From an optimization exercise on the open Yosys and OpenROAD flow, aimed at small area, a short achievable clock period and few clock cycles per item; shortcuts taken in it are not production practice.
Where RTL was checked, it was by simulation tests only, not by an equivalence proof against the original.
The RTL of runs 1 to 4 and 7 was laid out without a check of its function.
Power figures rest on the tool's default switching activity, not on a simulated workload.

==> config.mk <==
export PLATFORM = sky130hd
export DESIGN_NAME = float_add_module
export DESIGN_NICKNAME = float_add_module
export VERILOG_FILES = /design/flow/design.v
export SDC_FILE = /design/flow/constraint.sdc
export NUM_CORES = 4
export LEC_CHECK = 0
export ABC_AREA = 1
export CAP_MARGIN = 20
export CORE_MARGIN = 2
export CORE_UTILIZATION = 40
export SLEW_MARGIN = 20
==> constraint.sdc <==
create_clock -name core_clock -period 10.0 [get_ports {clk}]
set_input_delay 2.0000 -clock core_clock [delete_from_list [all_inputs] [get_ports {clk}]]
set_output_delay 2.0000 -clock core_clock [all_outputs]
set_load 0.01 [all_outputs]
==> standard.sh <==
#!/bin/bash
# synth_recipe.tcl (not shown) runs the flow's synth.tcl, then flattens the netlist and writes it again
# the make line also repeats each setting of config.mk as NAME=value (left out here)
make -C /OpenROAD-flow-scripts/flow DESIGN_CONFIG=/design/flow/config.mk WORK_HOME=/design/flow/orfs CLKGATE_MAP_FILE= SYNTH_SCRIPT=/design/flow/synth_recipe.tcl "${@:-finish}"
==> design.v <==
module fa_padd #(parameter W = 8)
  (input [W-1:0] x, input [W-1:0] y, input ci, output [W-1:0] s, output co);
   wire [W-1:0] p0 = x ^ y;
   reg  [W-1:0] g, p;
   integer      l, i;
   always @* begin
      g = x & y;
      p = p0;
      g[0] = g[0] | (p[0] & ci);
      for (l = 1; (1 << (l - 1)) < W; l = l + 1)
        for (i = (1 << l) - 1; i < W; i = i + (1 << l)) begin
           g[i] = g[i] | (p[i] & g[i - (1 << (l - 1))]);
           p[i] = p[i] & p[i - (1 << (l - 1))];
        end
      for (l = 8; l > 0; l = l - 1)
        if ((1 << l) <= 2 * W)
          for (i = (1 << l) + (1 << (l - 1)) - 1; i < W; i = i + (1 << l)) begin
             g[i] = g[i] | (p[i] & g[i - (1 << (l - 1))]);
             p[i] = p[i] & p[i - (1 << (l - 1))];
          end
   end
   assign s  = p0 ^ {g[W-2:0], ci};
   assign co = g[W-1];
endmodule
module float_add_module
  (
   input         clk,
   input         rstn,
   input  [31:0] a,
   input  [31:0] b,
   output [31:0] result,
   input         start_sig,
   output [3:0]  done_sig
   );
   wire        sa = a[31];
   wire        sb = b[31];
   wire [7:0]  ea = a[30:23];
   wire [7:0]  eb = b[30:23];
   wire [22:0] fa = a[22:0];
   wire [22:0] fb = b[22:0];
   wire [7:0]  dab, dba;
   wire        cab, cba;
   fa_padd #(8) u_dab (.x(ea), .y(~eb), .ci(1'b1), .s(dab), .co(cab));
   fa_padd #(8) u_dba (.x(eb), .y(~ea), .ci(1'b1), .s(dba), .co(cba));
   wire        swe  = ~cab;                 
   wire        eeq  = cab & cba;            
   wire [7:0]  d    = swe ? dba : dab;
   wire        swap = swe | (eeq & (fa < fb));
   wire        sx = swap ? sb : sa;
   wire        sy = swap ? sa : sb;
   wire [22:0] fx = swap ? fb : fa;
   wire [22:0] fy = swap ? fa : fb;
   wire [7:0]  ex = swe ? eb : ea;
   wire [23:0] sigy = {1'b1, fy};
   wire        dbig = |d[7:5];
   wire [25:0] s0 = {sigy, 2'b00};
   wire [25:0] s1 = d[0] ? {1'b0,  s0[25:1]}  : s0;
   wire [25:0] s2 = d[1] ? {2'b0,  s1[25:2]}  : s1;
   wire [25:0] s3 = d[2] ? {4'b0,  s2[25:4]}  : s2;
   wire [25:0] s4 = d[3] ? {8'b0,  s3[25:8]}  : s3;
   wire [25:0] s5 = d[4] ? {16'b0, s4[25:16]} : s4;
   wire [25:0] yw = dbig ? 26'd0 : s5;
   wire [4:0]  dm2   = d[4:0] - 5'd2;
   wire [22:0] smask = (d[4:0] < 5'd3) ? 23'd0 : ~(23'h7fffff << dm2);
   wire [22:0] sfy   = fy & smask & {21'h1fffff, ~(d[4:0] == 5'd25), ~(d[4:0] >= 5'd24)};
   wire        dlo   = (d[7:5] == 3'd0) & (d[4:0] <= 5'd25);
   wire        dmid  = ~dlo & (d <= 8'd46);
   wire        sticky = dmid | (dlo & |sfy);
   wire        quirk = sy & (d >= 8'd47);
   wire        op = sx ^ sy;
   wire        opy = op & ~quirk;
   wire [26:0] xw = {2'b01, fx, 2'b00} ^ {27{quirk}};
   wire [26:0] yv = {1'b0, yw} ^ {27{opy}};
   wire [26:0] m;
   wire        mco;
   fa_padd #(27) u_add (.x(xw), .y(yv), .ci((opy & ~sticky) | quirk), .s(m), .co(mco));
   wire        mz16 = ~|m[26:11];
   wire [26:0] m16  = mz16 ? {m[10:0], 16'd0} : m;
   reg  [26:0] rm;
   reg         rz16;
   reg  [7:0]  rex;
   reg         rs;
   reg         busy;
   always @(posedge clk) begin
      rm   <= m16;
      rz16 <= mz16;
      rex  <= ex;
      rs   <= sx ^ quirk;
   end
   always @(posedge clk)
     if (!rstn)
       busy <= 1'b0;
     else
       busy <= start_sig & ~busy;
   wire        z16 = rz16;
   wire        z8  = ~|rm[26:19];
   wire [26:0] n3  = z8 ? {rm[18:0], 8'd0} : rm;
   wire        z4  = ~|n3[26:23];
   wire [26:0] n2  = z4 ? {n3[22:0], 4'd0} : n3;
   wire        z2  = ~|n2[26:25];
   wire [26:0] n1  = z2 ? {n2[24:0], 2'd0} : n2;
   wire        z1  = ~n1[26];
   wire [26:0] n0  = z1 ? {n1[25:0], 1'b0} : n1;
   wire [4:0]  lz  = {z16, z8, z4, z2, z1};
   wire [8:0]  eq1   = {1'b0, rex} + 9'd1;
   wire        mzero = rz16 ? ~|rm[26:18] : 1'b0;    
   wire [9:0]  en;
   wire        enc;
   fa_padd #(10) u_en (.x({1'b0, eq1}), .y(~{5'd0, lz}), .ci(1'b1), .s(en), .co(enc));  
   wire [22:0] frac;
   wire        fco;
   fa_padd #(23) u_rnd (.x(n0[25:3]), .y(23'd0), .ci(n0[2]), .s(frac), .co(fco));
   wire over  = ~mzero & (en[9:8] == 2'b01);
   wire under = ~mzero & (en[9:8] == 2'b11);
   wire zero  = mzero;
   assign result   = (over | under | zero) ? 32'h3F800000 : {rs, en[7:0], frac};
   assign done_sig = {over, under, zero, busy};
endmodule
==> flow/run.sh <==
#!/bin/bash
# The standard layout (the standard.sh), with two changes:
#  * ADDER_MAP_FILE is empty, so synthesis does not extract full and half
#    adder cells; ABC maps the adders' prefix networks as ordinary logic
#  * the port buffers are plain buffers (sky130_fd_sc_hd__buf_2) instead of
#    the delay cells buffer_ports picks by default
# All of make's output goes to flow_make.log here; ORFS keeps its own
# per-step logs under orfs/logs.
set -euo pipefail
cd "$(dirname "$0")/.."
bash standard.sh "ADDER_MAP_FILE=" \
  "BUFFER_PORTS_ARGS=-buffer_cell sky130_fd_sc_hd__buf_2" finish > flow_make.log 2>&1
==> results of run 1 <==
-- layout make-up --
| cell class | count | area share |
|---|---|---|
| clock inverters | 3 | 0.00721 |
| repair buffers | 106 | 0.0566 |
| inverters | 224 | 0.0886 |
| flip-flops and latches | 38 | 0.0797 |
| multi-input cells | 1418 | 0.718 |
| well taps | 280 | 0.0367 |
| clock buffers | 5 | 0.0131 |
-- metrics by stage --
stage / cells / utilization / setup slack [ns]
2_1_floorplan: 1749 / - / 4.20
3_3_place_gp: 2066 / 0.429 / 2.06
3_5_place_dp: 2066 / 0.429 / 1.98
4_1_cts: 2074 / 0.437 / 1.96
5_1_grt: 2074 / 0.437 / 1.14
6_report: 2074 / 0.437 / 1.99
-- routing by layer --
metal,share of wire,vias up,GRT usage
li1,-,5644,-
met1,0.46,4584,0.308
met2,0.45,347,0.389
met3,0.057,62,0.0150
met4,0.039,0,0.0856
met5,0,-,0
-- placed cells by master (no fill, tap or decap), types with 3 or more instances in the layout --
cell type    n
o21ai_1     13
nor3_2       4
mux2i_1      5
clkbuf_16    5
or2_2       10
inv_2       15
nand2_2     34
nand2_8      3
nor2_1     130
o21ai_0    118
nand2_1    629
nand4_1     32
inv_1      205
o21bai_1     3
a31oi_1      6
nand3b_1    10
xor2_1      46
buf_4        4
nor3_1       5
nor2_4       5
nand2_4      9
xnor2_1     11
o21a_1       3
nand3_1    254
nor2_2      10
or2_1        5
buf_2      102
dfxtp_1     38
a21oi_1     42
-- kinds of logic after synthesis --
logic type	after synthesis	synth area share
AOI/OAI and AO/OA	204	0.125
xor gates and xnor gates	59	0.0596
buffers and inverters	293	0.147
DFF	38	0.0853
muxes	5	0.00561
and+or+nand+nor	1150	0.578
-- critical path: cells and delay by family, from the launching register on --
family          cells  cell delay (ns)
simple gates       20             3.44
flops               1             0.31
buf+inv             4             1.08
compound gates      5             0.87
-- state kept, by name, summed over array words and instances, names as in the netlist --
register	count
busy	1
rex	8
rm	27
rs	1
rz16	1
-- Yosys cell counts (3+ instances only) --
library cell  instances  share of area
a21oi_1              42          0.024
a31oi_1               6         0.0042
buf_2                22          0.012
buf_4                 7         0.0059
buf_6                12          0.015
clkbuf_1             20         0.0084
clkbuf_8              6         0.0093
dfxtp_1              38          0.085
inv_1               205          0.086
inv_2                15         0.0063
mux2i_1               5         0.0056
nand2_1             629           0.26
nand2_2              34          0.024
nand2_4               9          0.011
nand2_8               3         0.0067
nand3_1             254           0.14
nand3b_1             10         0.0084
nand4_1              32          0.022
nor2_1              130          0.055
nor2_2               10         0.0070
nor2_4                5         0.0063
nor3_1                6         0.0034
nor3_2                3         0.0034
o21a_1                3         0.0025
o21ai_0             118          0.066
o21ai_1              13         0.0073
o21bai_1              3         0.0025
or2_1                 5         0.0035
or2_2                10         0.0070
xnor2_1              11          0.011
xor2_1               46          0.045
-- report_power, final --
| part | internal (uW) | switching [uW] |
|---|---|---|
| clock network | 143 | 59.0 |
| logic | 648 | 1330 |
| registers | 221 | 34.6 |
-- path summary, 6_finish.rpt --
check | start | endpoint | cells past startpoint
max | rm[19]$_DFF_P_ | result[19] | 29
min | busy$_SDFF_PN0_ | busy$_SDFF_PN0_ | 1
max reg2reg | busy$_SDFF_PN0_ | busy$_SDFF_PN0_ | 1
min reg2reg | busy$_SDFF_PN0_ | busy$_SDFF_PN0_ | 1
==> run notes, run 1 <==
first-pass GRT wire length 45.7 mm; core outline area 21800 um^2; FP Rows 54; sequential area share after synthesis 0.0853; Detailed Route WL 27.5 mm; Peak VDD IR 0.000101 V; share of layout cells above drive strength 1 0.125; GRT Resource Usage Total 0.230; ys flop type dfxtp_1; Max stage delay on crit path 0.63 ns; Starting Density 0.409; Die Ht 153 um; # hold bufs at CTS 0; post-synthesis cell area 8920 um^2; placed instance area 9350 um^2; Hold Vio Cnt, Final 0; die area 23500 um^2; Final #Nets 1860; largest net degree at the start of global routing 54; CP Capture Type primary output; Clock Sink Count 38; Setup Viol. Count Final 0; Post-synth EDFFs 0; per-cell routed wire length 13.2 um; Pre-Repair DR Iteration Count 8; Final Slew Violations 0; H-tree levels 2; outcome timing/DRC/antenna clean; fill count 2498; Setup Crit Path Kind reg2out; Clk pin slew, worst setup/hold paths 0.06 ns; R2R setup slack 9.54 ns; Final Power 2430 uW; DIE WIDTH 153 um; Reg area 761 um^2; via count 10637; Vias/cell 5.13; final hold slack 0.405 ns; Slew HR 0.324; initial antenna violation count 0; CTS buffer count 5; Arrival @ worst endpoint 6.01 ns; post-synthesis net count 1816; Worst setup SP type flop; clk buf depth 2; Syn-to-layout area delta 7.03%; Mapped Cells 1749; Clock Skew 0 ns; Pleak 0.00548 uW; 1st-iter DRT viols 837; DP HPWL 22.7 mm; Hold WC Path Type reg2reg; largest fanout on the critical path 34; Design Area, Final 9550 um^2; RePlAce Congestion 0.952; TritonCTS clock tree built; Overflow after GRT 0; WP data required 8.00 ns; I/O pins 103; ant diodes 0; Root Buffer clkbuf_16; pwr dens 255 nW/um^2; post-CTS sizing 0; CP dominant cell by count nand2_2; slowest library cell on the worst path nand2_1; Final ANT Viol Nets 0; #FFs+latches synth 38; yosys warns 5; Multi-input gate area 6860 um^2; fin crit period 8.01 ns; via count of the first global-routing pass 9459; DRC 0; post-CTS setup buffers 0; Tightest Pin Transition 1.01 ns; Fin Setup TNS 0 ns; clock latency on the worst-skew pair 0.28 ns; Max-Cap Viols 0; Mean Syn Cell Area 5.10 um^2; final worst-path cycle share 0.801; Netlist cell types 55; RSZ-0062 raised after global routing no; FMAX 125 MHz; IO buf count 102; Post-synth ARST share 0
==> run 2: changes to the inputs <==
--- a/design.v
+++ b/design.v
@@ -75,16 +75,12 @@
    wire        mco;
    fa_padd #(27) u_add (.x(xw), .y(yv), .ci((opy & ~sticky) | quirk), .s(m), .co(mco));
-   wire        mz16 = ~|m[26:11];
-   wire [26:0] m16  = mz16 ? {m[10:0], 16'd0} : m;
    reg  [26:0] rm;
-   reg         rz16;
    reg  [7:0]  rex;
    reg         rs;
    reg         busy;
    always @(posedge clk) begin
-      rm   <= m16;
-      rz16 <= mz16;
-      rex  <= ex;
-      rs   <= sx ^ quirk;
+      rm  <= m;
+      rex <= ex;
+      rs  <= sx ^ quirk;
    end
    always @(posedge clk)
@@ -93,22 +89,41 @@
      else
        busy <= start_sig & ~busy;
-   wire        z16 = rz16;
-   wire        z8  = ~|rm[26:19];
-   wire [26:0] n3  = z8 ? {rm[18:0], 8'd0} : rm;
-   wire        z4  = ~|n3[26:23];
-   wire [26:0] n2  = z4 ? {n3[22:0], 4'd0} : n3;
-   wire        z2  = ~|n2[26:25];
-   wire [26:0] n1  = z2 ? {n2[24:0], 2'd0} : n2;
-   wire        z1  = ~n1[26];
-   wire [26:0] n0  = z1 ? {n1[25:0], 1'b0} : n1;
-   wire [4:0]  lz  = {z16, z8, z4, z2, z1};
+   wire        lbig = ~|rm[26:24];          
+   wire [23:0] fr  = rm[26] ? rm[25:2] : rm[25] ? rm[24:1] : rm[23:0];
+   wire [22:0] frnd;
+   wire        fco;
+   fa_padd #(23) u_rnd (.x(fr[23:1]), .y(23'd0), .ci(fr[0]), .s(frnd), .co(fco));
+   wire [31:0] mz  = {rm[23:0], 8'hff};
+   wire [15:0] o2;                           
+   genvar      gi;
+   generate
+      for (gi = 0; gi < 16; gi = gi + 1) begin : g_o2
+         assign o2[gi] = mz[2*gi+1] | mz[2*gi];
+      end
+   endgenerate
+   wire [7:0]  o4 = {o2[15] | o2[14], o2[13] | o2[12], o2[11] | o2[10], o2[9] | o2[8],
+                     o2[7] | o2[6], o2[5] | o2[4], o2[3] | o2[2], o2[1] | o2[0]};
+   wire [3:0]  o8 = {o4[7] | o4[6], o4[5] | o4[4], o4[3] | o4[2], o4[1] | o4[0]};
+   wire        z16 = ~(o8[3] | o8[2]);
+   wire        z8  = z16 ? ~o8[1] : ~o8[3];
+   wire [1:0]  i4  = {z16, z8};
+   wire        z4  = ~o4[{~i4, 1'b1}];
+   wire [2:0]  i2  = {z16, z8, z4};
+   wire        z2  = ~o2[{~i2, 1'b1}];
+   wire [3:0]  i1  = {z16, z8, z4, z2};
+   wire        z1  = ~mz[{~i1, 1'b1}];
+   wire [4:0]  lzn = {z16, z8, z4, z2, z1};   
+   wire [23:0] n4 = z16 ? {rm[7:0], 16'd0} : rm[23:0];
+   wire [23:0] n3 = z8  ? {n4[15:0], 8'd0} : n4;
+   wire [23:0] n2 = z4  ? {n3[19:0], 4'd0} : n3;
+   wire [23:0] n1 = z2  ? {n2[21:0], 2'd0} : n2;
+   wire [22:0] n0 = z1  ? n1[21:0] << 1 : n1[22:0];
+   wire [22:0] frac = lbig ? n0 : frnd;
+   wire [4:0]  lz   = lbig ? lzn + 5'd3 : {3'd0, ~rm[26] & ~rm[25], ~rm[26] & rm[25]};
    wire [8:0]  eq1   = {1'b0, rex} + 9'd1;
-   wire        mzero = rz16 ? ~|rm[26:18] : 1'b0;    
+   wire        mzero = ~|rm[26:2];          
    wire [9:0]  en;
    wire        enc;
    fa_padd #(10) u_en (.x({1'b0, eq1}), .y(~{5'd0, lz}), .ci(1'b1), .s(en), .co(enc));  
-   wire [22:0] frac;
-   wire        fco;
-   fa_padd #(23) u_rnd (.x(n0[25:3]), .y(23'd0), .ci(n0[2]), .s(frac), .co(fco));
    wire over  = ~mzero & (en[9:8] == 2'b01);
    wire under = ~mzero & (en[9:8] == 2'b11);
==> run 2 against run 1 <==
- sequential cell count down 1
- worst hold slack worse by 0.00061 ns
- still clean on timing, DRC and antenna
- cell count up 1.3%
- via count up 1.5%
- combinational power up 7%
- wire length up 8.1%
- global-route usage up 1.4 points
- area after synthesis up 0.38%
- utilization up 0.23 points
==> run notes, run 2 <==
commonest non-fill, non-tap cells in the layout nand2_1, nand3_1, inv_1, nor2_1, o21ai_0; clk buf depth 2; fin crit period 7.94 ns; met2 Use GR 0.425; post-CTS setup buffers 0; RePlAce Congestion 0.941; CTS buffer count 5; most common cell after layout, fill and taps aside nand2_1; Clock Skew 0 ns; Final ANT Viol Nets 0; Clock Sink Count 37; Post-synth ARST share 0; Fin Setup TNS 0 ns; ys flop type dfxtp_1; post-synthesis cell area 8950 um^2; internal power 1080 uW; Clock power frac 0.069; sequential share of power 0.118; Mean Syn Cell Area 5.04 um^2; Final Power 2600 uW; core outline area 21900 um^2; IO buf count 102; P_sw 1520 uW; yosys warns 5; GR Layer Usage met3 0.0107; final hold slack 0.404 ns; Hold Vio Cnt, Final 0; Comb pwr share 0.812; 1st-iter DRT viols 701; clock latency on the worst-skew pair 0.28 ns; biggest registers after layout rm x27, rex x8; Max-Cap Viols 0; first-pass GRT wire length 48.3 mm; main area contributors after synthesis nand2_1, nand3_1, dfxtp_1; FP Rows 54; Final #Nets 1886; CP dominant cell by count nand2_1; Post-synth EDFFs 0; I/O pins 103; WP data required 8.00 ns; Synth area leader nand2_1; H-tree levels 2; Syn-to-layout area delta 7.50%; Die Ht 154 um; die area 23600 um^2; Post-synth top cells nand2_1, nand3_1, inv_1, nor2_1, o21ai_0; Setup Viol. Count Final 0; FMAX 126 MHz; initial antenna violation count 0; Pleak 0.00527 uW; DP HPWL 24.6 mm; per-cell routed wire length 14.1 um; #FFs+latches synth 37; Tightest Pin Transition 0.882 ns; Peak VDD IR 0.000110 V; outcome timing/DRC/antenna clean; via count 10801; DRC 0; via count of the first global-routing pass 9700; GRT Resource Usage Total 0.244; sequential area share after synthesis 0.0827; TritonCTS clock tree built; Mapped Cells 1776; post-synthesis net count 1843; Reg with most FFs rm; Worst setup SP type flop; Setup Crit Path Kind reg2out; Arrival @ worst endpoint 5.94 ns; RSZ-0062 raised after global routing no; Overflow after GRT 0; top cell type's share of synthesized area 0.256; Most Crowded Layer GR met2; share of layout cells above drive strength 1 0.112; Starting Density 0.409; Clk pin slew, worst setup/hold paths 0.05 ns; Root Buffer clkbuf_16; Detailed Route WL 29.7 mm; GRT met1 Usage 0.316; largest net degree at the start of global routing 78; CP Capture Type primary output; Pre-Repair DR Iteration Count 6; leading cell type by number of instances after synthesis nand2_1; largest fanout on the critical path 32; Hold WC Path Type reg2reg; DIE WIDTH 154 um; ant diodes 0; Final Slew Violations 0; post-CTS sizing 0; pwr dens 270 nW/um^2; Max stage delay on crit path 0.69 ns; Netlist cell types 48; final worst-path cycle share 0.794; max FFs per register 27; Slew HR 0.411; Vias/cell 5.14; Sw Ratio 0.586; # hold bufs at CTS 0; slowest library cell on the worst path nor2_1
## run 2: changes by cell type after synthesis, moves of 13 or more
cell | previous run | this run
nor2_1 | 130 | 190
nand3_1 | 254 | 229
nand2_1 | 629 | 610
xnor2_1 | 11 | 27
inv_1 | 205 | 190
clkbuf_1 | 20 | 33
o22ai_1 | 0 | 13
## run 2: path summary, 6_finish.rpt
kind,endpoint,start,cells after the start,slack [ns]
worst min-delay path,busy$_SDFF_PN0_,busy$_SDFF_PN0_,1,0.40
worst max-delay path,result[22],rm[23]$_DFF_P_,29,2.06
worst max register to register,busy$_SDFF_PN0_,busy$_SDFF_PN0_,1,9.54
worst min register to register,busy$_SDFF_PN0_,busy$_SDFF_PN0_,1,0.40
## run 2: per-layer routing
layer / routed length, um / up-vias / share of wire
met1: 13500 / 4664 / 0.46
li1: - / 5775 / -
met4: 1220 / 0 / 0.041
met2: 13900 / 289 / 0.47
met3: 999 / 73 / 0.034
met5: 0 / - / 0
## run 2: worst max-delay path, delay by kind of cell, from the launching register on
| kind | cells | cell delay [ns] |
|---|---|---|
| AO/OA/AOI/OAI | 2 | 0.31 |
| buffers and inverters | 5 | 1.20 |
| flip-flops | 1 | 0.33 |
| AND/OR/NAND/NOR | 22 | 3.78 |
## run 2: layout make-up
| cell class | instances | area, um^2 |
|---|---|---|
| Clock inverter | 2 | 37.5 |
| Sequential cell | 37 | 741 |
| Inverter | 212 | 796 |
| Clock buffer | 6 | 139 |
| Timing Repair Buffer | 108 | 556 |
| Tap cell | 280 | 350 |
| Multi-Input combinational cell | 1455 | 7010 |
| Fill cell | 2539 | 12300 |
## run 2: power groups by stage
stage,sequential (uW),clock [uW],combinational [uW]
5_1_grt,316,190,2380
3_5_place_dp,310,0,2090
6_report,308,180,2110
4_1_cts,307,186,2100
2_1_floorplan,268,0,1610
3_3_place_gp,313,0,2090
## run 2: cells by family after synthesis
logic type      after synthesis  share of synthesized area
compound gates              251                      0.162
xor+xnor                     80                     0.0791
buf+inv                     284                      0.135
flops                        37                     0.0827
mux                           4                    0.00447
simple gates               1120                      0.537
## run 2: stage by stage
step	std cells	utilization	worst slack [ns]	area (um^2)
2_1_floorplan	1776	-	4.62	8950
3_3_place_gp	2092	0.432	2.55	9450
3_5_place_dp	2092	0.432	2.41	9450
4_1_cts	2100	0.440	2.11	9630
5_1_grt	2100	0.440	1.44	9630
6_report	2100	0.440	2.06	9630
==> run 3: changes to the inputs <==
--- a/design.v
+++ b/design.v
@@ -123,9 +123,8 @@
    wire [8:0]  eq1   = {1'b0, rex} + 9'd1;
    wire        mzero = ~|rm[26:2];          
-   wire [9:0]  en;
-   wire        enc;
-   fa_padd #(10) u_en (.x({1'b0, eq1}), .y(~{5'd0, lz}), .ci(1'b1), .s(en), .co(enc));  
-   wire over  = ~mzero & (en[9:8] == 2'b01);
-   wire under = ~mzero & (en[9:8] == 2'b11);
+   wire [7:0]  en    = eq1[7:0] - {3'd0, lz};                    
+   wire [22:0] umask = ~(23'h7fffff >> (rex[4:0] + 5'd1));     
+   wire over  = rm[26] & (&rex);
+   wire under = ~mzero & ~rm[26] & (rex < 8'd23) & ~|(rm[25:3] & umask);
    wire zero  = mzero;
    assign result   = (over | under | zero) ? 32'h3F800000 : {rs, en[7:0], frac};
==> run 3 against run 2 <==
- critical path depth up 2
- die area rose by 3.1%
- first-iteration DRC count is 55% higher
- clock skew is the same
- design area increased by 3.6%
- setup slack worse by 0.080 ns
- sequential cell count unchanged
- utilization grew 0.064 points
- clock-buffer cell count unchanged
- register-to-register slack about the same
- synthesized cell count grew 2.1%
- critical path type unchanged
- critical endpoint is now result[27]
==> run notes, run 3 <==
H-tree levels 2; 1st-iter DRT viols 1089; Post-synth ARST share 0; CP Capture Type primary output; DRC 0; post-CTS sizing 0; Clock Skew 0 ns; largest net degree at the start of global routing 80; Overflow after GRT 0; fill count 2589; ys flop type dfxtp_1; sequential share of power 0.117; fin crit period 8.02 ns; RSZ-0062 raised after global routing no; Design Area, Final 9970 um^2; Setup Crit Path Kind reg2out; post-synthesis net count 1880; FP Rows 55; clk buf depth 2; mux cell area share after synthesis 0.0119; largest fanout on the critical path 36; Die Ht 156 um; DIE WIDTH 156 um; max FFs per register 27; final hold slack 0.403 ns; biggest registers after layout rm x27, rex x8; Clk pin slew, worst setup/hold paths 0.06 ns; Hold WC Path Type reg2reg; Reg with most FFs rm; RePlAce Congestion 0.986; Clock power frac 0.068; pwr dens 269 nW/um^2; initial antenna violation count 0; Root Buffer clkbuf_16; Comb pwr share 0.815; Starting Density 0.408; final worst-path cycle share 0.802; yosys warns 4; FMAX 125 MHz; Final #Nets 1927; R2R Path End busy$_SDFF_PN0_; Post-Synth Simple-Gate Area 0.516; CTS buffer count 5; slowest library cell on the worst path nand2_1; CP dominant cell by count nand2_1; main area contributors after synthesis nand2_1, nand3_1, inv_1; WP data required 8.00 ns; via count of the first global-routing pass 10536; Arrival @ worst endpoint 6.02 ns; Final Slew Violations 0; Setup Viol. Count Final 0; Mean Syn Cell Area 5.09 um^2; largest family of logic cells by synthesized area simple AND/OR/NAND/NOR gates; Worst setup SP type flop; TritonCTS clock tree built; r2r startpoint busy$_SDFF_PN0_; sequential area share after synthesis 0.0802; #FFs+latches synth 37; I/O pins 103; IO buf count 102; Max stage delay on crit path 0.60 ns; Vias/cell 5.46; per-cell routed wire length 15.3 um; P_sw 1610 uW; Post-synth EDFFs 0; Max-Cap Viols 0; Peak VDD IR 0.000102 V; core outline area 22600 um^2; post-CTS setup buffers 0; via count 11725; commonest non-fill, non-tap cells in the layout nand2_1, nand3_1, inv_1, nor2_1, o21ai_0; first-pass GRT wire length 53.5 mm; crit path to result[27]; share of layout cells above drive strength 1 0.117; internal power 1070 uW; Post-Synth XOR/XNOR Area 0.0699; worst hold start busy$_SDFF_PN0_; Post-synth top cells nand2_1, nand3_1, inv_1; Pre-Repair DR Iteration Count 6; Mapped Cells 1813; Final ANT Viol Nets 0; Detailed Route WL 32.9 mm; Reg2Reg Depth 1; placed instance area 9800 um^2; Sw Ratio 0.602; Netlist cell types 58; Pleak 0.00536 uW; Compound-Gate Fraction of Synth Area 0.185; top cell type's share of synthesized area 0.230; GRT Resource Usage Total 0.268; die area 24300 um^2; # hold bufs at CTS 0; R2R setup slack 9.54 ns; ant diodes 0; Tightest Pin Transition 0.957 ns; post-synthesis cell area 9240 um^2; Synth Area in Adders 0; clock latency on the worst-skew pair 0.29 ns; Clock Sink Count 37; Hold Vio Cnt, Final 0; Synth area leader nand2_1; leading cell type by number of instances after synthesis nand2_1; Slew HR 0.360; outcome timing/DRC/antenna clean; CP Launch Point rm[7]$_DFF_P_; most common cell after layout, fill and taps aside nand2_1; Syn-to-layout area delta 7.94%; Fin Setup TNS 0 ns; DP HPWL 26.9 mm
[run 3: power by group through the flow]
stage / clock network [uW] / logic, uW / registers (uW)
final: 181 / 2190 / 314
after global routing: 190 / 2450 / 321
after CTS: 184 / 2170 / 310
after detailed placement: 0 / 2160 / 313
after global placement: 0 / 2170 / 313
after floorplan: 0 / 1620 / 272
[run 3: worst max-delay path: cells and delay by family, from the launching register on]
kind / cells / cell delay (ns)
DFF: 1 / 0.35
xor gates and xnor gates: 1 / 0.14
AOI/OAI and AO/OA: 2 / 0.39
and+or+nand+nor: 22 / 3.30
buffers and inverters: 6 / 1.49
[run 3: how the worst min path moves through the flow]
| stage | endpoint | slack (ns) | cells after the start |
|---|---|---|---|
| 5_1_grt | busy$_SDFF_PN0_ | 0.42 | 1 |
| 2_1_floorplan | busy$_SDFF_PN0_ | 0.39 | 1 |
| 4_1_cts | busy$_SDFF_PN0_ | 0.40 | 1 |
| 3_5_place_dp | busy$_SDFF_PN0_ | 0.40 | 1 |
| 6_report | busy$_SDFF_PN0_ | 0.40 | 1 |
| 3_3_place_gp | busy$_SDFF_PN0_ | 0.39 | 1 |
[run 3: cells by family (layout without fill, tap and decap cells)]
| kind of cell | count (synthesis) | in the layout |
|---|---|---|
| XOR/XNOR | 72 | 72 |
| AND/OR/NAND/NOR | 1088 | 1088 |
| buffers and inverters | 307 | 355 |
| multiplexers | 11 | 11 |
| AO/OA/AOI/OAI | 298 | 298 |
| flip-flops | 37 | 37 |
[run 3: metal layers]
| layer | global-route usage | vias up | wire length (um) |
|---|---|---|---|
| met5 | 0 | - | 0 |
| met4 | 0.0904 | 0 | 1180 |
| met1 | 0.350 | 5223 | 14600 |
| li1 | - | 5992 | - |
| met2 | 0.470 | 435 | 15300 |
| met3 | 0.0169 | 75 | 1810 |
[run 3: cell type report]
| cell class | instances | area, um^2 | area share |
|---|---|---|---|
| clock inverters | 2 | 38.8 | 0.00389 |
| inverters | 237 | 895 | 0.0897 |
| multi-input cells | 1469 | 7240 | 0.726 |
| repair buffers | 110 | 571 | 0.0572 |
| flip-flops and latches | 37 | 741 | 0.0743 |
| clock buffers | 6 | 129 | 0.0129 |
| well taps | 285 | 357 | 0.0358 |
[run 3: metrics by stage]
step / std cells / total power, uW / setup slack [ns] / utilization
finish: 2146 / 2680 / 1.98 / 0.440
global route: 2146 / 2960 / 1.29 / 0.440
CTS: 2146 / 2660 / 2.09 / 0.440
detailed placement: 2138 / 2470 / 2.42 / 0.433
global placement: 2138 / 2480 / 2.31 / 0.433
floorplan: 1813 / 1890 / 4.59 / -
==> run 4: changes to the inputs <==
--- a/config.mk
+++ b/config.mk
@@ -10,3 +10,4 @@
 export CORE_MARGIN = 2
 export CORE_UTILIZATION = 40
+export SETUP_SLACK_MARGIN = 3.5
 export SLEW_MARGIN = 20
==> run 4 against run 3 <==
- still clean on timing, DRC and antenna
- setup slack improved by 1.7 ns
- cell count is 3.4% higher
- power grew 12%
- via count up 4.8%
- die area stayed put
- clock-buffer cell count stayed put
- utilization up 4.8 points
- synthesized cell count unchanged
- worst hold slack about the same
- largest power group unchanged
==> run notes, run 4 <==
RePlAce Congestion 0.986; Post-synth ARST share 0; pwr dens 271 nW/um^2; Post-synth EDFFs 0; per-cell routed wire length 16.1 um; Worst setup SP type flop; Die Ht 156 um; fill count 2485; Hold Vio Cnt, Final 0; CP dominant cell by count nand2_1; yosys warns 4; via count of the first global-routing pass 10766; Setup Crit Path Kind reg2out; Hold WC Path Type reg2reg; FP Rows 55; TritonCTS clock tree built; die area 24300 um^2; # hold bufs at CTS 0; Arrival @ worst endpoint 4.30 ns; Hold Path End busy$_SDFF_PN0_; most common cell after layout, fill and taps aside nand2_1; leading cell type by number of instances after synthesis nand2_1; Overflow after GRT 0; slowest library cell on the worst path dfxtp_1; ys flop type dfxtp_1; Starting Density 0.408; ant diodes 0; Max stage delay on crit path 0.33 ns; clock latency on the worst-skew pair 0.29 ns; fin crit period 6.30 ns; Design Area, Final 11100 um^2; r2r startpoint busy$_SDFF_PN0_; Util after Layout 0.488; 1st-iter DRT viols 1173; max FFs per register 27; Detailed Route WL 35.7 mm; core outline area 22600 um^2; #FFs+latches synth 37; Netlist cell types 58; FMAX 159 MHz; hold depth 1; Synth area leader nand2_1; Setup Viol. Count Final 0; outcome timing/DRC/antenna clean; Root Buffer clkbuf_16; Peak VDD IR 0.000102 V; worst hold start busy$_SDFF_PN0_; Slew HR 0.597; Reg with most FFs rm; biggest registers after layout rm x27, rex x8; Final #Nets 2001; Fin Setup TNS 0 ns; R2R Path End busy$_SDFF_PN0_; initial antenna violation count 0; first-pass GRT wire length 54.5 mm; sequential area share after synthesis 0.0802; post-synthesis cell area 9240 um^2; largest fanout on the critical path 13; Post-synth top cells nand2_1, nand3_1, inv_1; final worst-path cycle share 0.630; clk buf depth 2; Syn-to-layout area delta 19.7%; Max-Cap Viols 0; CTS buffer count 5; Mean Syn Cell Area 5.09 um^2; commonest non-fill, non-tap cells in the layout nand2_1, nand3_1, inv_1, nor2_1, o21ai_0; GRT Resource Usage Total 0.274; placed instance area 9800 um^2; CP Capture Type primary output; Final ANT Viol Nets 0; largest net degree at the start of global routing 80; Final Slew Violations 0; main area contributors after synthesis nand2_1, nand3_1, inv_1; Clock Skew 0 ns; share of layout cells above drive strength 1 0.186; Pre-Repair DR Iteration Count 6; DRC 0; via count 12285; H-tree levels 2; IO buf count 102; Clk pin slew, worst setup/hold paths 0.06 ns; post-synthesis net count 1880; Clock Sink Count 37; RSZ-0062 raised after global routing no; Tightest Pin Transition 0.605 ns; Vias/cell 5.53; R2R setup slack 9.54 ns; Reg2Reg Depth 1; DP HPWL 26.9 mm; Pleak 0.00581 uW; I/O pins 103; DIE WIDTH 156 um; WP data required 8.00 ns; Mapped Cells 1813; top cell type's share of synthesized area 0.230
run 4: cell counts after synthesis:
No cell type changed its count.
run 4: per-layer routing:
metal / up-vias / global-route usage / part of all wire / wire length [um]
li1: 6157 / - / - / -
met1: 5509 / 0.352 / 0.42 / 15100
met2: 516 / 0.480 / 0.47 / 16700
met3: 103 / 0.0242 / 0.065 / 2310
met4: 0 / 0.0992 / 0.044 / 1570
met5: - / 0 / 0 / 0
run 4: power by group:
part | leakage [uW] | internal, uW | switching (uW)
Sequential | 0.000312 | 224 | 108
Combinational | 0.00541 | 889 | 1590
Clock | 0.0000810 | 118 | 62.9
run 4: layout make-up:
class,instances,area (um^2),share of cell area
multi-input cells,1477,7710,0.697
repair buffers,174,1110,0.100
inverters,237,941,0.0851
flip-flops and latches,37,756,0.0684
well taps,285,357,0.0323
clock buffers,6,129,0.0117
clock inverters,2,38.8,0.00351
repair inverters,2,16.3,0.00147
run 4: cell families (layout without fill, tap and decap cells):
| family | Yosys count | in the layout | share of synthesized area |
|---|---|---|---|
| compound gates | 298 | 298 | 0.185 |
| xor+xnor | 72 | 72 | 0.0699 |
| buf+inv | 307 | 421 | 0.137 |
| flops | 37 | 37 | 0.0802 |
| mux | 11 | 11 | 0.0119 |
| simple gates | 1088 | 1096 | 0.516 |
run 4: worst max path at each step:
stage / from / endpoint
after floorplan: rm[26]$_DFF_P_ / result[22]
after global placement: rm[7]$_DFF_P_ / result[30]
after detailed placement: rm[22]$_DFF_P_ / result[30]
after CTS: rm[10]$_DFF_P_ / result[30]
after global routing: rm[26]$_DFF_P_ / result[21]
final: rm[8]$_DFF_P_ / result[29]
run 4: metrics by stage:
stage	hold WS (ns)	power [uW]	setup WS (ns)	cells
after floorplan	0.391	1890	4.59	1813
final	0.403	2990	3.70	2220
after CTS	0.405	2750	3.49	2166
after global placement	0.391	2480	2.31	2138
after global routing	0.421	3270	3.46	2220
after detailed placement	0.396	2470	2.42	2138
run 4: what timing repair did:
action                     4_1_cts  5_1_grt
pin swaps                        7       42
gates resized for setup         31      107
setup endpoints to repair       43       45
buffers inserted                17       46
gates cloned                     3        8
run 4: critical path: cells and delay by family, from the launching register on:
kind	cells	cell delay (ns)
flops	1	0.33
compound gates	1	0.08
buf+inv	9	1.17
simple gates	22	2.40
==> run 5: changes to the inputs <==
--- a/design.v
+++ b/design.v
@@ -89,42 +89,30 @@
      else
        busy <= start_sig & ~busy;
-   wire        lbig = ~|rm[26:24];          
-   wire [23:0] fr  = rm[26] ? rm[25:2] : rm[25] ? rm[24:1] : rm[23:0];
-   wire [22:0] frnd;
-   wire        fco;
-   fa_padd #(23) u_rnd (.x(fr[23:1]), .y(23'd0), .ci(fr[0]), .s(frnd), .co(fco));
-   wire [31:0] mz  = {rm[23:0], 8'hff};
-   wire [15:0] o2;                           
-   genvar      gi;
-   generate
-      for (gi = 0; gi < 16; gi = gi + 1) begin : g_o2
-         assign o2[gi] = mz[2*gi+1] | mz[2*gi];
-      end
-   endgenerate
-   wire [7:0]  o4 = {o2[15] | o2[14], o2[13] | o2[12], o2[11] | o2[10], o2[9] | o2[8],
-                     o2[7] | o2[6], o2[5] | o2[4], o2[3] | o2[2], o2[1] | o2[0]};
-   wire [3:0]  o8 = {o4[7] | o4[6], o4[5] | o4[4], o4[3] | o4[2], o4[1] | o4[0]};
-   wire        z16 = ~(o8[3] | o8[2]);
-   wire        z8  = z16 ? ~o8[1] : ~o8[3];
-   wire [1:0]  i4  = {z16, z8};
-   wire        z4  = ~o4[{~i4, 1'b1}];
-   wire [2:0]  i2  = {z16, z8, z4};
-   wire        z2  = ~o2[{~i2, 1'b1}];
-   wire [3:0]  i1  = {z16, z8, z4, z2};
-   wire        z1  = ~mz[{~i1, 1'b1}];
-   wire [4:0]  lzn = {z16, z8, z4, z2, z1};   
-   wire [23:0] n4 = z16 ? {rm[7:0], 16'd0} : rm[23:0];
-   wire [23:0] n3 = z8  ? {n4[15:0], 8'd0} : n4;
-   wire [23:0] n2 = z4  ? {n3[19:0], 4'd0} : n3;
-   wire [23:0] n1 = z2  ? {n2[21:0], 2'd0} : n2;
-   wire [22:0] n0 = z1  ? n1[21:0] << 1 : n1[22:0];
-   wire [22:0] frac = lbig ? n0 : frnd;
-   wire [4:0]  lz   = lbig ? lzn + 5'd3 : {3'd0, ~rm[26] & ~rm[25], ~rm[26] & rm[25]};
+   wire [31:0] mz  = {rm, 5'b11111};
+   wire        z16 = ~|mz[31:16];
+   wire [15:0] q16 = z16 ? mz[15:0] : mz[31:16];
+   wire        z8  = ~|q16[15:8];
+   wire [7:0]  q8  = z8 ? q16[7:0] : q16[15:8];
+   wire        z4  = ~|q8[7:4];
+   wire [3:0]  q4  = z4 ? q8[3:0] : q8[7:4];
+   wire        z2  = ~|q4[3:2];
+   wire [1:0]  q2  = z2 ? q4[1:0] : q4[3:2];
+   wire        z1  = ~q2[1];
+   wire [4:0]  lz  = {z16, z8, z4, z2, z1};
+   wire [26:0] n4 = z16 ? {rm[10:0], 16'd0} : rm;
+   wire [26:0] n3 = z8  ? {n4[18:0], 8'd0} : n4;
+   wire [26:0] n2 = z4  ? {n3[22:0], 4'd0} : n3;
+   wire [26:0] n1 = z2  ? {n2[24:0], 2'd0} : n2;
+   wire [26:0] n0 = z1  ? {n1[25:0], 1'b0} : n1;
    wire [8:0]  eq1   = {1'b0, rex} + 9'd1;
    wire        mzero = ~|rm[26:2];          
-   wire [7:0]  en    = eq1[7:0] - {3'd0, lz};                    
-   wire [22:0] umask = ~(23'h7fffff >> (rex[4:0] + 5'd1));     
-   wire over  = rm[26] & (&rex);
-   wire under = ~mzero & ~rm[26] & (rex < 8'd23) & ~|(rm[25:3] & umask);
+   wire [9:0]  en;
+   wire        enc;
+   fa_padd #(10) u_en (.x({1'b0, eq1}), .y(~{5'd0, lz}), .ci(1'b1), .s(en), .co(enc));  
+   wire [22:0] frac;
+   wire        fco;
+   fa_padd #(23) u_rnd (.x(n0[25:3]), .y(23'd0), .ci(n0[2]), .s(frac), .co(fco));
+   wire over  = ~mzero & (en[9:8] == 2'b01);
+   wire under = ~mzero & (en[9:8] == 2'b11);
    wire zero  = mzero;
    assign result   = (over | under | zero) ? 32'h3F800000 : {rs, en[7:0], frac};
==> flow/run.sh (replaced) <==
#!/bin/bash
# The standard layout (the standard.sh), with three changes:
#  * synthesis runs flow/synth_abc.tcl: the standard flow's own synthesis script, except
#    that ABC maps with flow/abc.script (delay-targeted mapping with area
#    recovery) instead of ORFS's abc_area.script
#  * ADDER_MAP_FILE is empty, so synthesis does not extract full and half
#    adder cells; ABC maps the adders' prefix networks as ordinary logic
#  * the port buffers are plain buffers (sky130_fd_sc_hd__buf_2) instead of
#    the delay cells buffer_ports picks by default
# All of make's output goes to flow_make.log here; ORFS keeps its own
# per-step logs under orfs/logs.
set -euo pipefail
cd "$(dirname "$0")/.."
W=$(pwd)
export MY_ABC_SCRIPT="$W/flow/abc.script"
export FLOW_SYNTH_TCL="$W/synth_recipe.tcl"
bash standard.sh "ADDER_MAP_FILE=" \
  "BUFFER_PORTS_ARGS=-buffer_cell sky130_fd_sc_hd__buf_2" \
  "SYNTH_SCRIPT=$W/flow/synth_abc.tcl" finish > flow_make.log 2>&1
==> flow/abc.script (new file) <==
strash
dch
map -D 3500
topo
stime -c
buffer -c
upsize -c
dnsize -c
==> flow/synth_abc.tcl (new file) <==
# The standard flow's synthesis script (synth_recipe.tcl, which runs ORFS's synth.tcl) with
# one change: ABC maps the logic with flow/abc.script, a delay-targeted
# mapping with area recovery, instead of ORFS's own abc_area.script.
# Registers are not touched by ABC (no -dff), so they keep their names.
proc abc {args} {
  set i [lsearch -exact $args -script]
  if {$i >= 0} { lset args [expr {$i + 1}] $::env(MY_ABC_SCRIPT) }
  yosys abc {*}$args
}
source $::env(FLOW_SYNTH_TCL)
--- a/config.mk
+++ b/config.mk
@@ -10,4 +10,3 @@
 export CORE_MARGIN = 2
 export CORE_UTILIZATION = 40
-export SETUP_SLACK_MARGIN = 3.5
 export SLEW_MARGIN = 20
==> run 5 against run 4 <==
- first-iteration DRC count shrank 33%
- clock skew did not move
- combinational power decreased by 15%
- setup slack got worse by 2.3 ns
- cell count down 25%
- highest routed layer unchanged
- maximum frequency shrank 27%
- non-clock buffer count shrank 63
- clock power grew 13%
- area after synthesis fell by 17%
- critical endpoint is now result[7]
==> run notes, run 5 <==
outcome timing/DRC/antenna clean; per-cell routed wire length 13.9 um; Vias/cell 5.20; I/O pins 103; Pre-Repair DR Iteration Count 6; Clk pin slew, worst setup/hold paths 0.06 ns; post-synthesis cell area 7630 um^2; Fin Setup TNS 0 ns; placed instance area 8180 um^2; pre-CTS setup slack 1.74 ns; Slew HR 0.335; post-CTS sizing 0; ant diodes 0; Worst setup SP type flop; CP dominant cell by count nand2_1; Synth area leader nand2_1; Reg with most FFs rm; commonest non-fill, non-tap cells in the layout nand2_1, nor2_1, inv_1, o21ai_0, buf_2; leading cell type by number of instances after synthesis nand2_1; Setup Crit Path Kind reg2out; Final #Nets 1504; DP HPWL 19.4 mm; clock latency on the worst-skew pair 0.28 ns; Final ANT Viol Nets 0; CTS buffer count 5; Detailed Route WL 23.3 mm; # hold bufs at CTS 0; Netlist cell types 76; ys flop type dfxtp_1; FMAX 117 MHz; 1st-iter DRT viols 786; largest fanout on the critical path 33; final worst-path cycle share 0.858; H-tree levels 2; Overflow after GRT 0; via count of the first global-routing pass 7833; Setup Viol. Count Final 0; Post-synth EDFFs 0; WP data required 8.00 ns; first-pass GRT wire length 38.0 mm; biggest registers after layout rm x27, rex x8; via count 8693; yosys warns 5; core outline area 18700 um^2; CP Capture Type primary output; top cell type's share of synthesized area 0.150; main area contributors after synthesis nand2_1, o21ai_0, dfxtp_1; Root Buffer clkbuf_16; Final WS setup 1.42 ns; die area 20200 um^2; Hold Vio Cnt, Final 0; Syn-to-layout area delta 9.79%; max FFs per register 27; GRT Resource Usage Total 0.229; share of layout cells above drive strength 1 0.145; DIE WIDTH 142 um; clk buf depth 2; Starting Density 0.408; IO buf count 102; Clock Sink Count 37; Post-synth ARST share 0; Peak VDD IR 0.000111 V; Max-Cap Viols 0; Design Area, Final 8370 um^2; largest net degree at the start of global routing 47; TritonCTS clock tree built; initial antenna violation count 0; most common cell after layout, fill and taps aside nand2_1; Clock Skew 0 ns; fill count 2057; #FFs+latches synth 37; buffers and inverters on the worst path 6; post-synthesis net count 1439; Pleak 0.00403 uW; FP Rows 50; sequential area share after synthesis 0.0971; Post-synth top cells nand2_1, nor2_1, inv_1; slowest library cell on the worst path nor2_2; Tightest Pin Transition 0.995 ns; post-CTS setup buffers 0; pwr dens 308 nW/um^2; Mapped Cells 1372; fin crit period 8.58 ns; Mean Syn Cell Area 5.56 um^2; Final Slew Violations 0; RSZ-0062 raised after global routing no; Die Ht 142 um; cell family with most CP delay simple AND/OR/NAND/NOR gates; RePlAce Congestion 0.947; Arrival @ worst endpoint 6.58 ns; DRC 0; Max stage delay on crit path 0.69 ns; Hold WC Path Type reg2reg
==> run 5: cell count changes in the layout (fill, tap and decap cells not counted), moves of 24 or more <==
| cell | change |
|---|---|
| nand3_1 | -201 |
| buf_4 | -56 |
| nand2_1 | -243 |
| nor2_1 | +38 |
| xnor2_1 | +28 |
| o21ai_0 | +43 |
| nand2_2 | -24 |
==> run 5: per-layer routing <==
metal,global-route usage,routed length (um)
met3,0.0114,1040
met4,0.0542,420
met5,0,0
met1,0.308,11100
met2,0.402,10800
==> run 5: kinds of logic after synthesis <==
kind of cell	share of synthesized area
AOI/OAI and AO/OA	0.284
xor gates and xnor gates	0.104
buffers and inverters	0.134
DFF	0.0971
muxes	0.0131
and+or+nand+nor	0.368
==> run 5: area by class of cell <==
| class | count | area (um^2) | area share |
|---|---|---|---|
| Timing Repair Buffer | 111 | 578 | 0.0690 |
| Sequential cell | 37 | 741 | 0.0885 |
| Clock buffer | 5 | 125 | 0.0149 |
| Clock inverter | 3 | 68.8 | 0.00822 |
| Inverter | 188 | 706 | 0.0843 |
| Multi-Input combinational cell | 1094 | 5860 | 0.700 |
| Tap cell | 234 | 293 | 0.0350 |
==> run 5: metrics by stage <==
stage | power, uW | utilization | instances | hold slack (ns)
global placement | 2350 | 0.437 | 1664 | 0.394
floorplan | 1870 | - | 1372 | 0.391
global route | 2870 | 0.448 | 1672 | 0.436
finish | 2580 | 0.448 | 1672 | 0.402
detailed placement | 2360 | 0.437 | 1664 | 0.397
CTS | 2570 | 0.448 | 1672 | 0.405
==> run 5: worst paths after layout <==
kind | to | slack (ns) | startpoint | cells after the start
min | busy$_SDFF_PN0_ | 0.40 | busy$_SDFF_PN0_ | 1
max | result[7] | 1.42 | rm[13]$_DFF_P_ | 31
max reg2reg | busy$_SDFF_PN0_ | 9.54 | busy$_SDFF_PN0_ | 1
min reg2reg | busy$_SDFF_PN0_ | 0.40 | busy$_SDFF_PN0_ | 1
==> run 5: report_power, final <==
| part | internal, uW | switching, uW | leakage (uW) | total [uW] |
|---|---|---|---|---|
| logic | 763 | 1340 | 0.00362 | 2100 |
| registers | 223 | 47.4 | 0.000312 | 270 |
| clock network | 144 | 59.9 | 0.0000944 | 204 |
| total | 1130 | 1450 | 0.00403 | 2580 |
Testbench counts of run 5, summed over its fixed seeds: cycles 4,096, items 2,048.
==> run 6: changes to the inputs <==
--- a/config.mk
+++ b/config.mk
@@ -10,3 +10,4 @@
 export CORE_MARGIN = 2
 export CORE_UTILIZATION = 40
+export SETUP_SLACK_MARGIN = 3.5
 export SLEW_MARGIN = 20
==> run 6 against run 5 <==
- die area unchanged
- clock skew unchanged
- global-route usage increased by 3.7 points
- design area increased by 43%
- combinational power increased by about 50%
- non-clock buffer count increased by 205
- power increased by 42%
- clock power about the same
- sequential cell count unchanged
- area after synthesis unchanged
- critical path type unchanged
- highest routed layer unchanged
==> run notes, run 6 <==
outcome timing/DRC/antenna clean; Post-synth ARST share 0; via count 10206; largest net degree at the start of global routing 29; commonest non-fill, non-tap cells in the layout nand2_1, inv_1, buf_4, nor2_1, buf_2; Max-Cap Viols 0; fin crit period 7.18 ns; max FFs per register 27; Hold WC Path Type reg2reg; Final WS setup 2.82 ns; via count of the first global-routing pass 8916; Clk pin slew, worst setup/hold paths 0.06 ns; Final Slew Violations 0; FP Rows 50; Pleak 0.00550 uW; post-synthesis net count 1439; Post-synth EDFFs 0; RSZ-0062 raised after global routing yes; Slew HR 0.335; Multi-input gate area 7310 um^2; ant diodes 0; most common cell after layout, fill and taps aside nand2_1; Final ANT Viol Nets 0; Reg with most FFs rm; Synth area leader nand2_1; Max stage delay on crit path 0.32 ns; Arrival @ worst endpoint 5.18 ns; share of layout cells above drive strength 1 0.404; Final #Nets 1719; # hold bufs at CTS 0; sequential area share after synthesis 0.0971; initial antenna violation count 0; cell family with most CP delay simple AND/OR/NAND/NOR gates; Post-Synth Simple-Gate Area 0.368; Overflow after GRT 0; pwr dens 306 nW/um^2; Detailed Route WL 30.3 mm; slowest library cell on the worst path dfxtp_2; TritonCTS clock tree built; Mean Syn Cell Area 5.56 um^2; GRT Resource Usage Total 0.266; per-cell routed wire length 16.1 um; CTS buffer count 5; core outline area 18700 um^2; Design Area, Final 11900 um^2; Die Ht 142 um; Clock Sink Count 37; Setup Viol. Count Final 0; yosys warns 5; Root Buffer clkbuf_16; Mapped Cells 1372; die area 20200 um^2; Post-synth top cells nand2_1, nor2_1, inv_1; DRC 0; top cell type's share of synthesized area 0.150; I/O pins 103; clk buf depth 2; Vias/cell 5.41; largest family of logic cells by synthesized area simple AND/OR/NAND/NOR gates; 1st-iter DRT viols 1021; Syn-to-layout area delta 56.6%; Tightest Pin Transition 0.996 ns; Final Power 3650 uW; pre-CTS setup slack 1.74 ns; ys flop type dfxtp_1; WP data required 8.00 ns; fill count 1650; Clock Skew 0 ns; DIE WIDTH 142 um; CP Capture Type primary output; Starting Density 0.408; #FFs+latches synth 37; Compound-Gate Fraction of Synth Area 0.284; DP HPWL 19.4 mm; RePlAce Congestion 0.947; placed instance area 8180 um^2; Peak VDD IR 0.000139 V; buffers and inverters on the worst path 5; Netlist cell types 76; Pre-Repair DR Iteration Count 5; leading cell type by number of instances after synthesis nand2_1; main area contributors after synthesis nand2_1, o21ai_0, dfxtp_1; Reg area 747 um^2; largest fanout on the critical path 6; Fin Setup TNS 0 ns; Synth Area in Adders 0; biggest registers after layout rm x27, rex x8; Hold Vio Cnt, Final 0; clock latency on the worst-skew pair 0.28 ns; final worst-path cycle share 0.718; mux cell area share after synthesis 0.0131; post-synthesis cell area 7630 um^2; H-tree levels 2; Worst setup SP type flop; FMAX 139 MHz; first-pass GRT wire length 43.8 mm; IO buf count 102; CP dominant cell by count nor2_4; Post-Synth XOR/XNOR Area 0.104; Setup Crit Path Kind reg2out
[run 6: cell types whose count changed in the layout (fill, tap and decap cells not counted), moves of 17 or more]
cell and change:
a21oi_1 -22, nor3_2 +18, nor3_1 -18, nor2_2 +23, nand2_1 -32, buf_4 +149
buf_6 +33, inv_1 -17, nor2_1 -39, o21ai_0 -67, nor2_4 +19, o21ai_2 +35
o21ai_1 +17, nand2_2 +22
[run 6: final cells by class]
class,count,share of cell area
Timing Repair Buffer,316,0.221
Sequential cell,37,0.0626
Clock inverter,3,0.00576
Clock buffer,5,0.0105
Tap cell,234,0.0245
Timing Repair inverter,1,0.000629
Inverter,188,0.0629
Multi-Input combinational cell,1103,0.612
[run 6: metrics by stage]
step                hold slack (ns)   util  instances
finish                        0.402  0.638       1887
global route                  0.436  0.638       1887
CTS                           0.405  0.528       1775
detailed placement            0.397  0.437       1664
global placement              0.394  0.437       1664
floorplan                     0.391      -       1372
[run 6: what timing repair did]
action | CTS | global route
endpoints found under the setup margin | 60 | 54
cloned | 12 | 7
pin swaps | 70 | 143
gates resized for setup | 185 | 296
setup buffers | 91 | 105
[run 6: layer usage]
metal / vias to the layer above / global-route usage / share of wire / wire, um
li1: 5042 / - / - / -
met1: 4614 / 0.338 / 0.41 / 12500
met2: 444 / 0.472 / 0.49 / 14900
met3: 106 / 0.0178 / 0.055 / 1680
met4: 0 / 0.0968 / 0.043 / 1290
met5: - / 0 / 0 / 0
[run 6: worst paths after layout]
check                  startpoint              end  slack [ns]  depth (start not counted)
setup / recovery   rm[19]$_DFF_P_       result[22]        2.82                         31
hold / removal    busy$_SDFF_PN0_  busy$_SDFF_PN0_        0.40                          1
setup reg to reg  busy$_SDFF_PN0_  busy$_SDFF_PN0_        9.54                          1
hold reg to reg   busy$_SDFF_PN0_  busy$_SDFF_PN0_        0.40                          1
[run 6: cell families after synthesis]
| group | after synthesis |
|---|---|
| flops | 37 |
| xor+xnor | 88 |
| compound gates | 359 |
| mux | 10 |
| buf+inv | 241 |
| simple gates | 637 |
[run 6: report_power, final]
| part | switching [uW] | total, uW | internal [uW] |
|---|---|---|---|
| Clock | 62.1 | 206 | 144 |
| Combinational | 1800 | 3160 | 1360 |
| Sequential | 59.4 | 285 | 226 |
| Total | 1930 | 3650 | 1730 |
==> run 7: changes to the inputs <==
--- a/design.v
+++ b/design.v
@@ -23,4 +23,30 @@
    assign co = g[W-1];
 endmodule
+module fa_absdiff #(parameter W = 8)
+  (input [W-1:0] x, input [W-1:0] y, output [W-1:0] d, output lt, output eq);
+   wire [W-1:0] p0 = x ^ ~y;
+   reg  [W-1:0] g, p;
+   integer      l, i;
+   always @* begin
+      g = x & ~y;
+      p = p0;
+      for (l = 1; (1 << (l - 1)) < W; l = l + 1)
+        for (i = (1 << l) - 1; i < W; i = i + (1 << l)) begin
+           g[i] = g[i] | (p[i] & g[i - (1 << (l - 1))]);
+           p[i] = p[i] & p[i - (1 << (l - 1))];
+        end
+      for (l = 8; l > 0; l = l - 1)
+        if ((1 << l) <= 2 * W)
+          for (i = (1 << l) + (1 << (l - 1)) - 1; i < W; i = i + (1 << l)) begin
+             g[i] = g[i] | (p[i] & g[i - (1 << (l - 1))]);
+             p[i] = p[i] & p[i - (1 << (l - 1))];
+          end
+   end
+   wire [W-1:0] s0 = p0 ^ {g[W-2:0], 1'b0};              
+   wire [W-1:0] s1 = p0 ^ {g[W-2:0] | p[W-2:0], 1'b1};   
+   assign lt = ~(g[W-1] | p[W-1]);
+   assign eq = p[W-1];
+   assign d  = lt ? ~s0 : s1;
+endmodule
 module float_add_module
   (
@@ -39,11 +65,8 @@
    wire [22:0] fa = a[22:0];
    wire [22:0] fb = b[22:0];
-   wire [7:0]  dab, dba;
-   wire        cab, cba;
-   fa_padd #(8) u_dab (.x(ea), .y(~eb), .ci(1'b1), .s(dab), .co(cab));
-   fa_padd #(8) u_dba (.x(eb), .y(~ea), .ci(1'b1), .s(dba), .co(cba));
-   wire        swe  = ~cab;                 
-   wire        eeq  = cab & cba;            
-   wire [7:0]  d    = swe ? dba : dab;
+   wire [7:0]  d;
+   wire        swe;                         
+   wire        eeq;                         
+   fa_absdiff #(8) u_d (.x(ea), .y(eb), .d(d), .lt(swe), .eq(eeq));
    wire        swap = swe | (eeq & (fa < fb));
    wire        sx = swap ? sb : sa;
@@ -54,11 +77,11 @@
    wire [23:0] sigy = {1'b1, fy};
    wire        dbig = |d[7:5];
+   wire [4:0]  ds = d[4:0] | {5{dbig}};     
    wire [25:0] s0 = {sigy, 2'b00};
-   wire [25:0] s1 = d[0] ? {1'b0,  s0[25:1]}  : s0;
-   wire [25:0] s2 = d[1] ? {2'b0,  s1[25:2]}  : s1;
-   wire [25:0] s3 = d[2] ? {4'b0,  s2[25:4]}  : s2;
-   wire [25:0] s4 = d[3] ? {8'b0,  s3[25:8]}  : s3;
-   wire [25:0] s5 = d[4] ? {16'b0, s4[25:16]} : s4;
-   wire [25:0] yw = dbig ? 26'd0 : s5;
+   wire [25:0] s1 = ds[0] ? {1'b0,  s0[25:1]}  : s0;
+   wire [25:0] s2 = ds[1] ? {2'b0,  s1[25:2]}  : s1;
+   wire [25:0] s3 = ds[2] ? {4'b0,  s2[25:4]}  : s2;
+   wire [25:0] s4 = ds[3] ? {8'b0,  s3[25:8]}  : s3;
+   wire [25:0] yw = ds[4] ? {16'b0, s4[25:16]} : s4;
    wire [4:0]  dm2   = d[4:0] - 5'd2;
    wire [22:0] smask = (d[4:0] < 5'd3) ? 23'd0 : ~(23'h7fffff << dm2);
==> flow/run.sh (replaced) <==
#!/bin/bash
# The standard layout (the standard.sh), with two changes:
#  * ADDER_MAP_FILE is empty, so synthesis does not extract full and half
#    adder cells; ABC maps the adders' prefix networks as ordinary logic
#  * the port buffers are plain buffers (sky130_fd_sc_hd__buf_2) instead of
#    the delay cells buffer_ports picks by default
# All of make's output goes to flow_make.log here; ORFS keeps its own
# per-step logs under orfs/logs.
set -euo pipefail
cd "$(dirname "$0")/.."
bash standard.sh "ADDER_MAP_FILE=" \
  "BUFFER_PORTS_ARGS=-buffer_cell sky130_fd_sc_hd__buf_2" finish > flow_make.log 2>&1
removed: flow/abc.script
removed: flow/synth_abc.tcl
==> run 7 against run 6 <==
- setup slack better by 0.62 ns
- critical endpoint is now result[14]
- register-to-register slack hardly changed
- largest cell class unchanged
- design area is 10% lower
- clock-buffer cell count is 1 higher
- first-iteration DRC count is 7.3% higher
- sequential share of layout area is 0.76 points higher
- sequential cell count stayed put
- area after synthesis is 15% higher
==> run notes, run 7 <==
outcome timing/DRC/antenna clean; fill count 2347; clk buf depth 2; Arrival @ worst endpoint 4.56 ns; Hold Path End busy$_SDFF_PN0_; Comb pwr share 0.832; max FFs per register 27; per-cell routed wire length 14.8 um; first-pass GRT wire length 48.4 mm; Clock Skew 0 ns; # hold bufs at CTS 0; RePlAce Congestion 0.936; Reg with most FFs rm; Fin Setup TNS 0 ns; Setup Viol. Count Final 0; Reg2Reg Depth 1; Tightest Pin Transition 0.828 ns; TritonCTS clock tree built; I/O pins 103; most common cell after layout, fill and taps aside nand2_1; Overflow after GRT 0; via count 11655; IO buf count 102; DP HPWL 23.3 mm; Setup Crit Path Kind reg2out; Peak VDD IR 0.000123 V; post-synthesis net count 1817; Netlist cell types 48; largest fanout on the critical path 6; Sw Ratio 0.576; Design Area, Final 10700 um^2; initial antenna violation count 0; Mean Syn Cell Area 5.03 um^2; Hold WC Path Type reg2reg; Worst setup SP type flop; worst hold start busy$_SDFF_PN0_; Clk pin slew, worst setup/hold paths 0.05 ns; die area 23200 um^2; Root Buffer clkbuf_16; FP Rows 54; CP Capture Type primary output; Hold Vio Cnt, Final 0; 1st-iter DRT viols 1096; Final Power 2600 uW; slowest library cell on the worst path dfxtp_2; ys flop type dfxtp_1; DIE WIDTH 152 um; leading cell type by number of instances after synthesis nand2_1; Clock power frac 0.060; biggest registers after layout rm x27, rex x8; Syn-to-layout area delta 22.0%; Clock Sink Count 37; yosys warns 5; Post-synth top cells nand2_1, nand3_1, inv_1; WP data required 8.00 ns; sequential area share after synthesis 0.0842; Detailed Route WL 32.2 mm; fin crit period 6.56 ns; Max-Cap Viols 0; Pre-Repair DR Iteration Count 6; Synth area leader nand2_1; CTS buffer count 5; core outline area 21700 um^2; hold depth 1; #FFs+latches synth 37; top cell type's share of synthesized area 0.267; pwr dens 243 nW/um^2; clock latency on the worst-skew pair 0.28 ns; CP dominant cell by count nor2_4; via count of the first global-routing pass 9931; FMAX 152 MHz; largest net degree at the start of global routing 83; commonest non-fill, non-tap cells in the layout nand2_1, nand3_1, inv_1, nor2_1, o21ai_0; RSZ-0062 raised after global routing yes; r2r startpoint busy$_SDFF_PN0_; Starting Density 0.406; R2R setup slack 9.54 ns; main area contributors after synthesis nand2_1, nand3_1, dfxtp_1; sequential share of power 0.108; post-synthesis cell area 8800 um^2; ant diodes 0; Post-synth EDFFs 0; share of layout cells above drive strength 1 0.197; Final Slew Violations 0; Vias/cell 5.36; DRC 0; internal power 1100 uW; Slew HR 0.445; GRT Resource Usage Total 0.249; final worst-path cycle share 0.656; Final ANT Viol Nets 0; CP Launch Point rm[19]$_DFF_P_; H-tree levels 2; Mapped Cells 1750; Pleak 0.00589 uW; Post-synth ARST share 0; R2R Path End busy$_SDFF_PN0_; Die Ht 152 um; Max stage delay on crit path 0.39 ns; P_sw 1500 uW; placed instance area 9280 um^2; Final #Nets 1961
run 7: cell types whose count changed after synthesis, sizes merged, moves of 21 or more:
cell	before	now
nand2	317	657
nand3	24	242
o21ai	191	146
a21oi	74	34
nor2	210	171
nand4	7	39
inv	187	217
xnor2	47	25
buf	26	47
nor3	33	12
run 7: final cells by class:
| type | instances | area [um^2] | area share |
|---|---|---|---|
| multi-input combinational | 1440 | 7310 | 0.681 |
| timing repair buffer | 186 | 1230 | 0.115 |
| inverter | 218 | 897 | 0.0836 |
| sequential | 37 | 753 | 0.0702 |
| tap | 280 | 350 | 0.0326 |
| clock buffer | 6 | 139 | 0.0129 |
| timing repair inverter | 6 | 42.5 | 0.00396 |
| clock inverter | 2 | 13.8 | 0.00128 |
run 7: worst max-delay path, delay by kind of cell (launching register included):
kind,cells,cell delay [ns]
flip-flops,1,0.39
multiplexers,1,0.23
AO/OA/AOI/OAI,3,0.63
buffers and inverters,4,0.50
AND/OR/NAND/NOR,20,2.49
run 7: kinds of logic after synthesis:
kind of cell | share of synthesized area
muxes | 0.00797
AOI/OAI and AO/OA | 0.128
and+or+nand+nor | 0.571
buffers and inverters | 0.138
DFF | 0.0842
xor gates and xnor gates | 0.0716
run 7: timing repair:
item / CTS / global route
setup buffers: 15 / 66
setup endpoints to repair: 57 / 54
gates cloned: 9 / 12
hold endpoints to repair: 0 / 0
resized for setup: 41 / 103
pin swaps: 11 / 36
run 7: per-layer routing:
metal | vias up | global-route usage | part of all wire
met5 | - | 0 | 0
met4 | 0 | 0.128 | 0.054
met3 | 104 | 0.0199 | 0.076
met2 | 534 | 0.417 | 0.45
met1 | 5119 | 0.319 | 0.42
li1 | 5898 | - | -
run 7: stage by stage:
step / setup WS, ns / hold WS, ns / instances / utilization
after global placement: 2.25 / 0.396 / 2065 / 0.428
after detailed placement: 2.18 / 0.406 / 2065 / 0.428
after floorplan: 4.40 / 0.391 / 1750 / -
final: 3.44 / 0.404 / 2175 / 0.495
after global routing: 3.07 / 0.432 / 2175 / 0.495
after CTS: 3.50 / 0.414 / 2097 / 0.450
run 7: power by group through the flow:
stage / combinational [uW] / clock, uW / sequential (uW)
global placement: 1830 / 0 / 265
CTS: 1930 / 160 / 263
floorplan: 1410 / 0 / 245
finish: 2170 / 157 / 281
detailed placement: 1840 / 0 / 264
global route: 2420 / 167 / 287
run 7: how the worst max path moves through the flow:
stage,to
floorplan,result[14]
global placement,result[14]
detailed placement,result[14]
CTS,result[19]
global route,result[15]
finish,result[14]

==> separate check: timing with driven ports <==
In the flow no input, the clock included, has a driving cell. The finished layouts below were timed again as built, in two steps. Step 1: set_driving_cell puts a clkbuf_16 on clk and a buf_2 on each other input, an assumption about the parent block. Step 2, shift: input delay + t, output delay - t, t = (earliest + latest rising clock arrival at the registers) / 2. This alone moves slack from input paths to output paths. Three values: no drivers, after step 1, after step 2; two values: the first two.
run | shift t [ns] | setup slack, ns | worst data-port slew with drivers (ns)
run 1 | 0.314 | 1.988 / 1.951 / 1.821 | 0.06
run 2 | 0.310 | 2.062 / 2.029 / 2.339 | 0.04
run 3 | 0.327 | 1.982 / 1.940 / 2.266 | 0.05
run 4 | 0.326 | 3.700 / 3.658 / 3.519 | 0.05
run 5 | 0.314 | 1.417 / 1.380 / 1.694 | 0.04
run 6 | 0.314 | 2.816 / 2.779 / 3.092 | 0.06
run 7 | 0.317 | 3.441 / 3.402 / 3.466 | 0.05
After both steps every run listed still meets setup and hold. The setup slack of run 4, which loses most, moves by -0.042 ns with the drivers and by -0.181 ns with both steps.
